From an optimization exercise on the open Yosys and OpenROAD flow, aimed at small area; shortcuts taken in it are not production practice. Function was checked by simulation only, so behaviour that the tests miss may differ from the original.

==> flow/design.v <==
module sevenSeg(input [3:0] A, output [0:6] Seg);
  localparam [111:0] TBL = {7'b1111111, 7'b1111111, 7'b1111111, 7'b1111111, 7'b1111111,
                            7'b0000100, 7'b0000100, 7'b0000000, 7'b0001111, 7'b0100000,
                            7'b0100100, 7'b1001100, 7'b0000110, 7'b0010010, 7'b1001111,
                            7'b0000001};
  assign Seg = TBL[A * 7 +: 7];
endmodule
module FinalProject(input [3:0] in, input [1:0] pushButton, input clk, input rst, input onOff,
                    output [0:6] Hex0, Hex1, Hex2, Hex3, Hex4, Hex5, output readyLed);
  localparam [3:0] BL = 4'd15;   
  reg p;
  always @(posedge clk) p <= ~rst & ~p;
  reg [3:0] m1, h1, h2;
  reg [2:0] m2;
  wire m1e = m1[3] & m1[0];    
  wire m2e = m2[2] & m2[0];    
  wire h1e = h1[3] & h1[0];    
  wire [3:0] m1n = {(m1[3] & ~m1[0]) | (m1[2] & m1[1] & m1[0]), m1[2] ^ (m1[1] & m1[0]),
                    ~m1[3] & (m1[1] ^ m1[0]), ~m1[0]};
  wire [3:0] h1n = {(h1[3] & ~h1[0]) | (h1[2] & h1[1] & h1[0]), h1[2] ^ (h1[1] & h1[0]),
                    ~h1[3] & (h1[1] ^ h1[0]), ~h1[0]};
  wire [2:0] m2n = {(m2[2] & ~m2[0]) | (m2[1] & m2[0]), ~m2[2] & (m2[1] ^ m2[0]), ~m2[0]};
  wire [3:0] h2n = {h2[3] ^ (h2[2] & h2[1] & h2[0]), h2[2] ^ (h2[1] & h2[0]), h2[1] ^ h2[0], ~h2[0]};
  always @(posedge clk)
    if (rst) begin m1 <= 0; m2 <= 0; h1 <= 0; h2 <= 0; end
    else if (!p) begin
      m1 <= m1n;
      if (m1e) begin
        m2 <= m2n;
        if (m2e) begin
          h1 <= h1n;
          if (h1e) h2 <= h2n;
        end
      end
    end
  wire b0 = ~pushButton[0], b1 = ~pushButton[1];
  wire [2:0] f3 = {in[2] & (in[1] | in[0]), in[2] ? ~(in[1] ^ in[0]) : in[1], in[2] ^ in[0]};
  wire [2:0] f2 = {in[3] & (in[2] | in[1]), in[3] ? ~(in[2] ^ in[1]) : in[2], in[3] ^ in[1]};
  wire [3:0] fsw = {in[3] & f3[2], in[3] ^ f3[2], f3[1], f3[0]};    
  reg [1:0] S;                    
  reg [3:0] hv0, hv1, hv2, hv3;   
  reg [11:0] X;                   
  reg [2:0] ith; reg [3:0] itt, itu;    
  reg [2:0] cth; reg [3:0] ctt, ctu;    
  reg Ca; reg [3:0] Cb; reg [2:0] Cc; reg [3:0] Cd;   
  reg tc, rdy;
  assign readyLed = rdy;
  wire [3:0] val = X[3:0];
  wire [2:0] ts = X[6:4];
  wire z = X[7];
  wire [3:0] w = X[11:8];
  wire [2:0] hv3z = hv3[3] ? 3'd0 : hv3[2:0];
  wire [3:0] H0 = w[0] ? val : hv0;
  wire [3:0] H1 = w[1] ? val : (z ? 4'd0 : hv1);
  wire [3:0] H2 = w[2] ? val : (z ? 4'd0 : hv2);
  wire [2:0] H3 = w[3] ? val[2:0] : (z ? 3'd0 : hv3z);
  reg [11:0] Xe;
  always @* begin
    if (!onOff) Xe = {4'b0001, 1'b1, 2'b00, b0, fsw};
    else case (ts)
      3'd0: Xe = {4'b0001, 1'b0, 2'b00, b0, fsw};
      3'd1: Xe = {4'b0010, 1'b0, b0 ? 3'd2 : 3'd1, fsw};
      3'd2: Xe = b1 ? {4'b0001, 1'b1, 3'd3, 4'd0} : {4'b0100, 1'b0, 3'd2, 1'b0, f2};
      3'd3: Xe = {4'b0001, 1'b0, b0 ? 3'd4 : 3'd3, fsw};
      3'd4: Xe = {4'b0010, 1'b0, b0 ? 3'd5 : 3'd4, fsw};
      3'd5: Xe = {4'b0100, 1'b0, b0 ? 3'd6 : 3'd5, fsw};
      default: Xe = {4'b1000, 1'b0, 3'd6, 1'b0, f3};
    endcase
  end
  wire [2:0] ithn; wire [3:0] ittn, Dn; wire [11:0] Tload;
  m_norm u_norm(H0, H1, H2, H3, ithn, ittn, Dn, Tload);
  wire Ta = X[11]; wire [3:0] Tb = X[10:7]; wire [2:0] Tc = X[6:4]; wire [3:0] Td = X[3:0];
  wire tA, nb; wire [3:0] tB, tD; wire [2:0] tC;
  m_sub u_sub(X, Ca, Cb, Cc, Cd, tA, tB, tC, tD, nb);
  wire cz0 = Cd[3] & Cd[0], cz1 = cz0 & Cc[2] & Cc[0], cz2 = cz1 & Cb[3] & Cb[0];
  wire [3:0] Cdi = {(Cd[3] & ~Cd[0]) | (Cd[2] & Cd[1] & Cd[0]), Cd[2] ^ (Cd[1] & Cd[0]),
                    ~Cd[3] & (Cd[1] ^ Cd[0]), ~Cd[0]};
  wire [2:0] Cci = {(Cc[2] & ~Cc[0]) | (Cc[1] & Cc[0]), ~Cc[2] & (Cc[1] ^ Cc[0]), ~Cc[0]};
  wire [3:0] Cbi = {(Cb[3] & ~Cb[0]) | (Cb[2] & Cb[1] & Cb[0]), Cb[2] ^ (Cb[1] & Cb[0]),
                    ~Cb[3] & (Cb[1] ^ Cb[0]), ~Cb[0]};
  wire eq = {cth, ctt, ctu} == {ith, itt, itu};
  wire cnt = eq & nb;
  wire tcn = tc | (eq & ~nb);
  wire tdisp = cnt & ~tc;
  wire [2:0] qh; wire [3:0] qt, qu; wire reach, le67, lt2;
  m_temp u_temp(cth, ith, ctt, ctu, itt, itu, tcn, qh, qt, qu, reach, le67, lt2);
  always @(posedge clk)
    if (rst) begin
      S <= 0; hv0 <= BL; hv1 <= BL; hv2 <= BL; hv3 <= BL;
      X <= {4'b0001, 1'b1, 3'd0, 4'd0};
      {Ca, Cb, Cc, Cd} <= 0; cth <= 0; ctt <= 6; ctu <= 5; tc <= 0;
    end else if (p) begin
      if (!onOff) begin
        hv0 <= m1; hv1 <= {1'b0, m2}; hv2 <= h1; hv3 <= h2; S <= 0; X <= Xe;
      end else case (S)
        2'd0: begin
          hv0 <= H0; hv1 <= H1; hv2 <= H2; hv3 <= BL; X <= Xe;
          if (b1) begin ith <= ithn; itt <= ittn; itu <= Dn; S <= 2'd1; end
        end
        2'd1: begin
          hv0 <= H0; hv1 <= H1; hv2 <= H2; hv3 <= {1'b0, H3};
          if (b1) begin X <= Tload; S <= 2'd2; end
          else X <= Xe;
        end
        default: begin
          if (tdisp) begin hv0 <= tD; hv1 <= {1'b0, tC}; hv2 <= tB; hv3 <= {3'b0, tA}; end
          else begin hv0 <= ctu; hv1 <= ctt; hv2 <= {1'b0, cth}; hv3 <= BL; end
        end
      endcase
      if (S == 2'd2) begin
        tc <= tcn;
        if (cnt) begin
          Cd <= Cdi;
          if (cz0) Cc <= Cci;
          if (cz1) Cb <= Cbi;
          if (cz2) Ca <= ~Ca;
        end
        if (~tcn) begin
          if (~eq) begin
            if (reach) begin cth <= ith; ctt <= itt; ctu <= itu; end
            else begin cth <= qh; ctt <= qt; ctu <= qu; end
          end
        end else begin
          if (le67 & ~lt2) begin cth <= 0; ctt <= 6; ctu <= 5; end
          else if (~le67) begin cth <= qh; ctt <= qt; ctu <= qu; end
        end
      end
    end
  always @(posedge clk)
    if (rst) rdy <= 0;
    else if (!p && S == 2'd2) begin
      if (tcn & ~le67) rdy <= 0;
      else if (eq) rdy <= 1;
    end
  sevenSeg Seg0(hv0, Hex0);
  sevenSeg Seg1(hv1, Hex1);
  sevenSeg Seg2(hv2, Hex2);
  sevenSeg Seg3(hv3, Hex3);
  assign Hex4 = 7'b1111111;
  assign Hex5 = 7'b1111111;
endmodule
module m_norm(input [3:0] H0, H1, H2, input [2:0] H3, output [2:0] ithn, output [3:0] ittn, output [3:0] Dn, output [11:0] Tload);
  function [4:0] add4(input [3:0] a, input [3:0] b, input ci);
    reg c; integer i;
    begin c = ci;
      for (i = 0; i < 4; i = i + 1) begin add4[i] = a[i] ^ b[i] ^ c; c = (a[i] & b[i]) | (c & (a[i] ^ b[i])); end
      add4[4] = c;
    end
  endfunction
  function [3:0] add3(input [2:0] a, input [2:0] b, input ci);
    reg c; integer i;
    begin c = ci;
      for (i = 0; i < 3; i = i + 1) begin add3[i] = a[i] ^ b[i] ^ c; c = (a[i] & b[i]) | (c & (a[i] ^ b[i])); end
      add3[3] = c;
    end
  endfunction
  wire c0 = H0[3] & H0[1];
  assign Dn = {H0[3] & ~H0[1], H0[2], H0[1] & ~H0[3], H0[0]};
  wire c1, t10, c2;
  wire [2:0] Cdn, An;
  wire [3:0] Bn;
  assign c1 = (H1[1] & H1[2]) | (H1[3]) | (H1[0] & H1[2] & c0);
  assign Cdn[0] = (H1[0] & ~c0) | (~H1[0] & c0);
  assign Cdn[1] = (H1[0] & ~H1[1] & ~H1[2] & ~H1[3] & c0) | (~H1[0] & H1[1] & ~H1[2] & ~H1[3]) | (H1[0] & H1[1] & H1[2] & c0) | (~H1[0] & ~H1[1] & H1[3]) | (H1[0] & H1[3] & ~c0) | (H1[0] & H1[1] & ~H1[2] & ~c0);
  assign Cdn[2] = (~H1[1] & H1[2] & ~c0) | (H1[1] & H1[3]) | (H1[0] & H1[1] & ~H1[2] & c0) | (~H1[0] & ~H1[1] & H1[2]) | (H1[0] & H1[3] & c0);
  assign t10 = (H1[0] & H1[3] & c0) | (H1[1] & H1[3]);
  assign ittn[0] = (H1[0] & ~c0) | (~H1[0] & c0);
  assign ittn[1] = ~((~H1[1] & ~c0) | (H1[3]) | (~H1[0] & ~H1[1]) | (H1[0] & H1[1] & c0));
  assign ittn[2] = (H1[2] & ~c0) | (H1[0] & H1[1] & ~H1[2] & c0) | (~H1[1] & H1[2]) | (~H1[0] & H1[2]);
  assign ittn[3] = (~H1[0] & ~H1[1] & H1[3]) | (H1[0] & H1[1] & H1[2] & c0) | (H1[0] & H1[3] & ~c0);
  assign c2 = (H2[0] & H2[3] & c1) | (H2[1] & H2[3]);
  assign Bn[0] = (H2[0] & ~c1) | (~H2[0] & c1);
  assign Bn[1] = ~((~H2[1] & ~c1) | (H2[3]) | (~H2[0] & ~H2[1]) | (H2[0] & H2[1] & c1));
  assign Bn[2] = (H2[2] & ~c1) | (H2[0] & H2[1] & ~H2[2] & c1) | (~H2[1] & H2[2]) | (~H2[0] & H2[2]);
  assign Bn[3] = (~H2[0] & ~H2[1] & H2[3]) | (H2[0] & H2[1] & H2[2] & c1) | (H2[0] & H2[3] & ~c1);
  assign ithn[0] = (H2[0] & ~t10) | (~H2[0] & t10);
  assign ithn[1] = (H2[1] & ~t10) | (H2[0] & ~H2[1] & t10) | (~H2[0] & H2[1]);
  assign ithn[2] = (H2[2]) | (H2[0] & H2[1] & t10);
  assign An[0] = (H3[0] & ~c2) | (~H3[0] & c2);
  assign An[1] = (H3[1] & ~c2) | (H3[0] & ~H3[1] & c2) | (~H3[0] & H3[1]);
  assign An[2] = (H3[2]) | (H3[0] & H3[1] & c2);
  wire g424, g248, g72, g496;
  assign g424 = ~((~Bn[2] & ~Bn[3]) | (~Bn[1] & Bn[2]) | (~Bn[0] & Bn[1]) | (~Dn[2] & ~Dn[3] & ~Cdn[0] & ~Cdn[1] & ~Cdn[2] & Bn[2]));
  assign g248 = ~((~Bn[2] & ~Bn[3]) | (~Dn[3] & ~Cdn[0] & ~Cdn[1] & ~Cdn[2] & ~Bn[0] & ~Bn[1] & Bn[2]));
  assign g72 = ~((~Cdn[0] & ~Cdn[1] & ~Cdn[2] & ~Bn[1] & ~Bn[2] & ~Bn[3]) | (~Bn[0] & ~Bn[1] & ~Bn[2] & ~Bn[3]) | (~Dn[1] & ~Dn[2] & ~Dn[3] & ~Cdn[1] & ~Cdn[2] & ~Bn[1] & ~Bn[2] & ~Bn[3]));
  assign g496 = (Dn[1] & Dn[2] & Cdn[0] & Bn[3]) | (Dn[3] & Cdn[0] & Bn[3]) | (Cdn[1] & Bn[3]) | (Cdn[2] & Bn[3]) | (Bn[0] & Bn[3]);
  wire [2:0] k;
  assign k[0] = (An[1] & ~An[2] & ~g248) | (~An[0] & An[1] & ~g496) | (An[0] & ~An[1] & ~An[2] & g424) | (An[0] & ~An[1] & An[2] & g72) | (~An[0] & An[1] & ~An[2]);
  assign k[1] = (~An[1] & An[2]) | (~An[0] & An[2] & ~g496) | (An[0] & An[1] & ~An[2] & g248);
  assign k[2] = ~((~An[2]) | (~An[1]) | (~An[0] & ~g496));
  wire [2:0] LD2, LC; wire [3:0] LB; wire K4;
  assign LD2[0] = (k[0] & ~k[1]) | (~k[0] & k[1]);
  assign LD2[1] = (k[0] & ~k[1]) | (k[2]);
  assign LD2[2] = (k[0] & k[1]);
  assign LC[0] = (k[0] & ~k[1]) | (~k[0] & k[1]);
  assign LC[1] = 1'b0;
  assign LC[2] = ~((~k[0] & ~k[1] & ~k[2]));
  assign LB[0] = (~k[0] & k[1]) | (k[2]);
  assign LB[1] = (k[0] & ~k[1]);
  assign LB[2] = (~k[0] & k[1]);
  assign LB[3] = (k[0] & k[1]);
  assign K4 = (k[2]);
  wire e0, e1, e2;
  wire [2:0] TD3, TC; wire [3:0] TB;
  wire [3:0] sWD = add3(Dn[3:1], LD2, 1'b0);
  wire [3:0] sWC = add3(Cdn, LC, e0);
  wire [4:0] sWB = add4(Bn, LB, e1);
  assign e0 = ~((~sWD[2] & ~sWD[3]) | (~sWD[0] & ~sWD[1] & ~sWD[3]));
  assign TD3[0] = (sWD[3]) | (sWD[0] & ~sWD[2]) | (~sWD[0] & sWD[1] & sWD[2]);
  assign TD3[1] = ~((~sWD[1] & ~sWD[3]) | (~sWD[0] & sWD[2]));
  assign TD3[2] = (~sWD[0] & ~sWD[1] & sWD[2]);
  assign e1 = (sWC[1] & sWC[2]) | (sWC[3]);
  assign TC[0] = (sWC[0]);
  assign TC[1] = (~sWC[1] & sWC[3]) | (sWC[1] & ~sWC[2] & ~sWC[3]);
  assign TC[2] = (sWC[1] & sWC[3]) | (~sWC[1] & sWC[2]);
  assign e2 = ~((~sWB[3] & ~sWB[4]) | (~sWB[1] & ~sWB[2] & sWB[3]));
  assign TB[0] = (sWB[0]);
  assign TB[1] = (sWB[1] & ~sWB[3] & ~sWB[4]) | (~sWB[1] & sWB[2] & sWB[3]) | (~sWB[1] & sWB[4]);
  assign TB[2] = (sWB[2] & ~sWB[3]) | (sWB[1] & sWB[2]) | (~sWB[1] & sWB[4]);
  assign TB[3] = (~sWB[1] & ~sWB[2] & sWB[3]) | (sWB[1] & sWB[4]);
  assign Tload = {An[0] ^ K4 ^ e2, TB, TC, TD3, Dn[0]};
endmodule
module m_sub(input [11:0] X, input Ca, input [3:0] Cb, input [2:0] Cc, input [3:0] Cd, output tA, output [3:0] tB, output [2:0] tC, output [3:0] tD, output nb);
  function [4:0] add4(input [3:0] a, input [3:0] b, input ci);
    reg c; integer i;
    begin c = ci;
      for (i = 0; i < 4; i = i + 1) begin add4[i] = a[i] ^ b[i] ^ c; c = (a[i] & b[i]) | (c & (a[i] ^ b[i])); end
      add4[4] = c;
    end
  endfunction
  function [3:0] add3(input [2:0] a, input [2:0] b, input ci);
    reg c; integer i;
    begin c = ci;
      for (i = 0; i < 3; i = i + 1) begin add3[i] = a[i] ^ b[i] ^ c; c = (a[i] & b[i]) | (c & (a[i] ^ b[i])); end
      add3[3] = c;
    end
  endfunction
  wire Ta = X[11]; wire [3:0] Tb = X[10:7]; wire [2:0] Tc = X[6:4]; wire [3:0] Td = X[3:0];
  wire [4:0] sD = add4(Td, ~Cd, 1'b0);
  wire bD = ~sD[4];
  wire [3:0] sC = add3(Tc, ~Cc, ~bD);
  wire bC = ~sC[3];
  wire [4:0] sB = add4(Tb, ~Cb, ~bC);
  wire bB = ~sB[4];
  assign tD[0] = (sD[0]);
  assign tD[1] = (sD[1] & ~bD) | (~sD[1] & bD);
  assign tD[2] = (sD[2] & ~bD) | (~sD[1] & sD[2]) | (sD[1] & ~sD[2] & bD);
  assign tD[3] = (sD[3] & ~bD) | (sD[1] & sD[2] & sD[3]);
  assign tC[0] = (sC[0]);
  assign tC[1] = (sC[1] & ~bC) | (~sC[1] & bC);
  assign tC[2] = ~((~sC[2]) | (~sC[1] & bC));
  assign tB[0] = (sB[0]);
  assign tB[1] = (sB[1] & ~bB) | (~sB[1] & bB);
  assign tB[2] = (sB[2] & ~bB) | (~sB[1] & sB[2]) | (sB[1] & ~sB[2] & bB);
  assign tB[3] = (sB[3] & ~bB) | (sB[1] & sB[2] & sB[3]);
  assign tA = Ta ^ Ca ^ bB;
  assign nb = ~((~Ta & (Ca | bB)) | (Ca & bB));
endmodule
module m_temp(input [2:0] cth, ith, input [3:0] ctt, ctu, itt, itu, input dn,
              output [2:0] qh, output [3:0] qt, qu, output reach, le67, lt2);
  wire cu, ct2;
  assign cu = (ctu[3] & ~dn) | (~ctu[1] & ~ctu[2] & ~ctu[3] & dn);
  assign qu[0] = (ctu[0]);
  assign qu[1] = ~((ctu[1]) | (ctu[3] & ~dn) | (~ctu[2] & ~ctu[3] & dn));
  assign qu[2] = (ctu[1] & ~ctu[2] & ~dn) | (~ctu[1] & ctu[2] & ~dn) | (ctu[1] & ctu[2] & dn) | (ctu[3] & dn);
  assign qu[3] = (~ctu[1] & ~ctu[2] & ~ctu[3] & dn) | (ctu[1] & ctu[2] & ~dn);
  assign ct2 = (~ctt[0] & ~ctt[1] & ~ctt[2] & ~ctt[3] & cu & dn) | (ctt[0] & ctt[3] & cu & ~dn);
  assign qt[0] = (ctt[0] & ~cu) | (~ctt[0] & cu);
  assign qt[1] = (ctt[1] & ~cu) | (ctt[0] & ~ctt[1] & ~ctt[3] & cu & ~dn) | (~ctt[0] & ctt[1] & ~dn) | (ctt[0] & ctt[1] & dn) | (~ctt[0] & ~ctt[1] & ctt[2] & cu & dn) | (~ctt[0] & ctt[3] & cu & dn);
  assign qt[2] = (ctt[2] & ~cu) | (ctt[0] & ctt[1] & ~ctt[2] & cu & ~dn) | (~ctt[0] & ctt[3] & cu & dn) | (~ctt[0] & ctt[2] & ~dn) | (ctt[0] & ctt[2] & dn) | (ctt[0] & ~ctt[1] & ctt[2]) | (~ctt[0] & ctt[1] & ctt[2]);
  assign qt[3] = (ctt[3] & ~cu) | (~ctt[0] & ~ctt[1] & ~ctt[2] & ~ctt[3] & cu & dn) | (ctt[0] & ctt[1] & ctt[2] & cu & ~dn) | (~ctt[0] & ctt[3] & ~dn) | (ctt[0] & ctt[3] & dn);
  assign qh[0] = (cth[0] & ~ct2) | (~cth[0] & ct2);
  assign qh[1] = (cth[1] & ~ct2) | (cth[0] & ~cth[1] & ct2 & ~dn) | (~cth[0] & cth[1] & ~dn) | (~cth[0] & ~cth[1] & ct2 & dn) | (cth[0] & cth[1] & dn);
  assign qh[2] = ~((~cth[2] & ~ct2) | (cth[0] & cth[1] & cth[2] & ct2 & ~dn) | (~cth[0] & ~cth[1] & cth[2] & ct2 & dn) | (~cth[0] & ~cth[2] & ~dn) | (cth[0] & ~cth[1] & ~cth[2]) | (cth[1] & ~cth[2] & dn));
  assign le67 = ~((ctu[3] & ctt[1] & ctt[2]) | (ctt[0] & ctt[1] & ctt[2]) | (ctt[3]) | (cth[0]) | (cth[1]) | (cth[2]));
  assign lt2 = (~ctu[1] & ~ctu[2] & ~ctu[3] & ~ctt[0] & ~ctt[1] & ~ctt[2] & ~ctt[3] & ~cth[0] & ~cth[1] & ~cth[2]);
  wire [10:0] qv = {qh, qt, qu}, iv = {ith, itt, itu};
  reg c; integer i;
  always @* begin
    c = 1'b1;
    for (i = 0; i < 11; i = i + 1) c = (qv[i] & ~iv[i]) | (c & (qv[i] | ~iv[i]));
  end
  assign reach = c;
endmodule
==> flow/run.sh <==
#!/bin/bash
# synth_recipe.tcl (not shown) runs the flow's synth.tcl, then flattens the netlist and writes it again
# the make line also repeats each setting of config.mk as NAME=value (left out here)
make -C /OpenROAD-flow-scripts/flow DESIGN_CONFIG=/design/flow/config.mk WORK_HOME=/design/flow/orfs CLKGATE_MAP_FILE= SYNTH_SCRIPT=/design/flow/synth_recipe.tcl finish
==> flow/config.mk <==
export PLATFORM = sky130hd
export DESIGN_NAME = FinalProject
export DESIGN_NICKNAME = FinalProject
export VERILOG_FILES = /design/flow/design.v
export SDC_FILE = /design/flow/constraint.sdc
export NUM_CORES = 8
export LEC_CHECK = 0
export CAP_MARGIN = 20
export CORE_MARGIN = 2
export CORE_UTILIZATION = 40
export SLEW_MARGIN = 20
==> flow/constraint.sdc <==
create_clock -name core_clock -period 100.0 [get_ports {clk}]
set_input_delay 20.0000 -clock core_clock [delete_from_list [all_inputs] [get_ports {clk}]]
set_output_delay 20.0000 -clock core_clock [all_outputs]
set_load 0.01 [all_outputs]
==> flow_metrics.tcl <==
set metrics [dict create \
    maxUsedRoutingLayer "met4" \
    hold_class "flop to flop" \
    fmax_mhz 45.3 \
    path_class "flop to primary output" \
    cap_violations 0 \
    dp_cells 1221 \
    crit-reg2reg-launch "X[9]" \
    cts_tree "done" \
    wl_met3_um 1210 \
    cp-startpoint "hv0[1]" \
    io_pins 52 \
    p_leak_nw 3.11 \
    antenna_found_initial 0 \
    core_area_mm2 0.0181 \
    tightest_slew_ps 915 \
    vias_per_cell 5.69 \
    root_buffer "clkbuf_16" \
    holdWs_ps 472 \
    drive_gt1_frac 0.0476 \
    ys_seq_area_frac 0.237 \
    setup_viol 0 \
    grt_max_degree 52 \
    p_per_area_mw_per_mm2 11.2 \
    vias 7042 \
    initial_utilization 0.409 \
    cts_buffers 9 \
    antenna_cells 0 \
    slew_violations 0 \
    p_total_uw 90.4 \
    place_ws_ps 78100 \
    portBuffers 37 \
    cts_resized 0 \
    h-tree-depth 3 \
    die_height_um 140 \
    core.rowCount 49 \
    netlist_area_mm2 0.00740 \
    wl_per_cell_um 16.3 \
    clk_pin_slew_ps 60 \
    syn_inst 1011 \
    grt_usage 0.209 \
    critPathArrivalTime_ps 2080 \
    synth_top_area_frac 0.192 \
    synth_seq_cells 82 \
    synth.area.top_cells "dfxtp_1 (19%), ha_1 (6.3%), nand2_1 (6.2%), a21oi_1 (5.7%), nor2_1 (5.5%)" \
    rrSetupSlack_ps 91350 \
    wl_met2_um 8750 \
    grt_pass1_vias 6406 \
    overflow 0 \
    grt_pass1_wl_um 33400 \
    period_needed_ps 22080 \
    critical_path_required_ps 80000 \
    outcome "timing/DRC/antenna clean" \
    synth.distinct_cells 75 \
    fin_cells 1237 \
    max_slew_margin 0.390 \
    drc 0 \
    layout.nets 1067 \
    die_w_um 140 \
    met1_length_um 9780 \
    r2r-end "X[11]" \
    postCtsSetupRepairBufs 0 \
    fin_skew_ps 7.87 \
    synthArstFlopShare 0 \
    clockBufferDepth 2 \
    die_area_mm2 0.0196 \
    hpwl_um 14700 \
    area_growth_pct 9.38 \
    wirelength_um 20200 \
    cp-endpoint "Hex0[3]" \
    drtIter0Drc 547 \
    startpoint_type "flop" \
    fin_ws_ps 77920 \
    ir_worst_vdd_uv 7.76 \
    syn_area_per_cell_um2 7.32 \
    place_congestion 0.919 \
    ys.flop_type "dfxtp_1" \
    setup-tns-final_ps 0 \
    firstDrtPassIters 21 \
    timing.critical_path.fanout_max 5 \
    clock_sinks 82 \
    holdBufCountCts 0 \
    final_antenna_net_count 0 \
    crit_path_end_kind "primary output" \
    synth_edf_count 11 \
    clock_latency_ps 350 \
    rr_worst_depth 38 \
    ys_warn_count 4 \
    finalCritPeriodShare 0.221 \
    yosysTopAreaCell "dfxtp_1" \
    hold_violations 0 \
    rsz0062_at_grt "false" \
]
-- per-layer routing --
metal,GRT usage,vias to the layer above
met5,0,-
met4,0.0734,0
met3,0.0335,25
met2,0.320,219
met1,0.299,3296
li1,-,3502
-- cell usage in the layout, fill, tap and decap left out, types with 6 or more instances in the layout --
master | Yosys | routed
clkbuf_16 | 0 | 11
nand3_1 | 34 | 34
nor4_1 | 6 | 6
o21a_1 | 6 | 6
dfxtp_1 | 71 | 71
conb_1 | 1 | 14
xor2_1 | 10 | 10
or2_2 | 6 | 6
nand4_1 | 14 | 14
nor2b_1 | 12 | 12
buf_4 | 16 | 8
o21ai_0 | 73 | 73
nor2_1 | 109 | 109
and2_1 | 7 | 7
nor3_1 | 25 | 25
nand2b_1 | 24 | 24
ha_1 | 37 | 37
inv_1 | 63 | 63
a21oi_1 | 84 | 84
edfxtp_1 | 11 | 11
fa_1 | 18 | 18
a31oi_1 | 9 | 9
nand2_1 | 122 | 122
nor3b_1 | 8 | 8
mux2i_1 | 13 | 13
xnor2_1 | 33 | 33
o211ai_1 | 32 | 32
or3_1 | 6 | 6
clkdlybuf4s50_1 | 0 | 35
-- critical path, cell delays in order (launching register included) --
cell and delay (ps):
dfxtp_1 430, inv_1 140, ha_1 200, or2_2 280, a21oi_1 140, nor2_1 50, clkdlybuf4s50_1 490
-- layout make-up --
type	count	area [µm²]
multi-input cells	801	5090
clock buffers	13	293
flip-flops and latches	82	1750
clock inverters	3	16.3
repair buffers	45	420
well taps	229	287
fillers	1862	9990
inverters	64	240
-- report_power, final --
group / switching, mW / internal (mW)
registers: 0.00218 / 0.0345
clock network: 0.0142 / 0.0205
logic: 0.0111 / 0.00804
-- metrics by stage --
stage,util,cell area (µm²)
2_1_floorplan,-,7450
3_5_place_dp,0.430,7780
5_1_grt,0.448,8090
6_report,0.448,8090
4_1_cts,0.448,8090
3_3_place_gp,0.430,7780
-- synth_stat cells (16+ instances only) --
cell,count
nand3_1,34
buf_4,16
nand2_1,122
nand2b_1,24
o21ai_0,73
clkbuf_1,53
a21oi_1,84
fa_1,18
ha_1,37
dfxtp_1,71
nor2_1,109
o211ai_1,32
inv_1,63
nor3_1,25
xnor2_1,33
-- flip-flops by register name, summed over array words and instances, names as in the netlist, 4 cells and up, named ones only --
name and count:
itu 4, h2 4, hv0 4, X 12
itt 4, ctt 4, hv1 4, hv3 4
ctu 4, hv2 4
-- how the worst min path moves through the flow --
stage	slack, ps	cells after the start	from	to
final	470	2	flop	flop
after detailed placement	460	2	flop	flop
after floorplan	450	2	flop	flop
after global placement	460	2	flop	flop
after CTS	470	2	flop	flop
after global routing	490	2	flop	flop
-- cells by family (layout without fill, tap and decap cells) --
family / Yosys count / in the layout / share of synthesized area
simple gates: 386 / 386 / 0.244
compound gates: 280 / 280 / 0.241
buf+inv: 141 / 125 / 0.0825
flops: 82 / 82 / 0.237
fa+ha+maj: 58 / 58 / 0.116
xor+xnor: 43 / 43 / 0.0509
mux: 20 / 20 / 0.0282
other cells: 1 / 14 / 0.000507

-- static timing again, ports no longer ideal --
In the flow no input, the clock included, has a driving cell. The finished layout below was timed again as built, in two steps.
Step 1, drivers: a clkbuf_16 drives clk and a buf_2 each remaining input, both assumed.
Step 2 moves the port delays by t, midway between the first and last clock arrival at a register: inputs arrive t later, outputs are due t later. That takes back most of the time a late clock gives input paths.
a / b / c = ideal / step 1 / step 2; a / b = the first two.
t (ns): 0.391
setup WS [ns]: 77.919 / 77.876 / 78.025
worst slew at a driven data input, ns: 0.05
After both steps setup and hold are still met in this run. For this run, drivers alone change the setup slack by -0.043 ns; drivers and shift together by +0.106 ns.
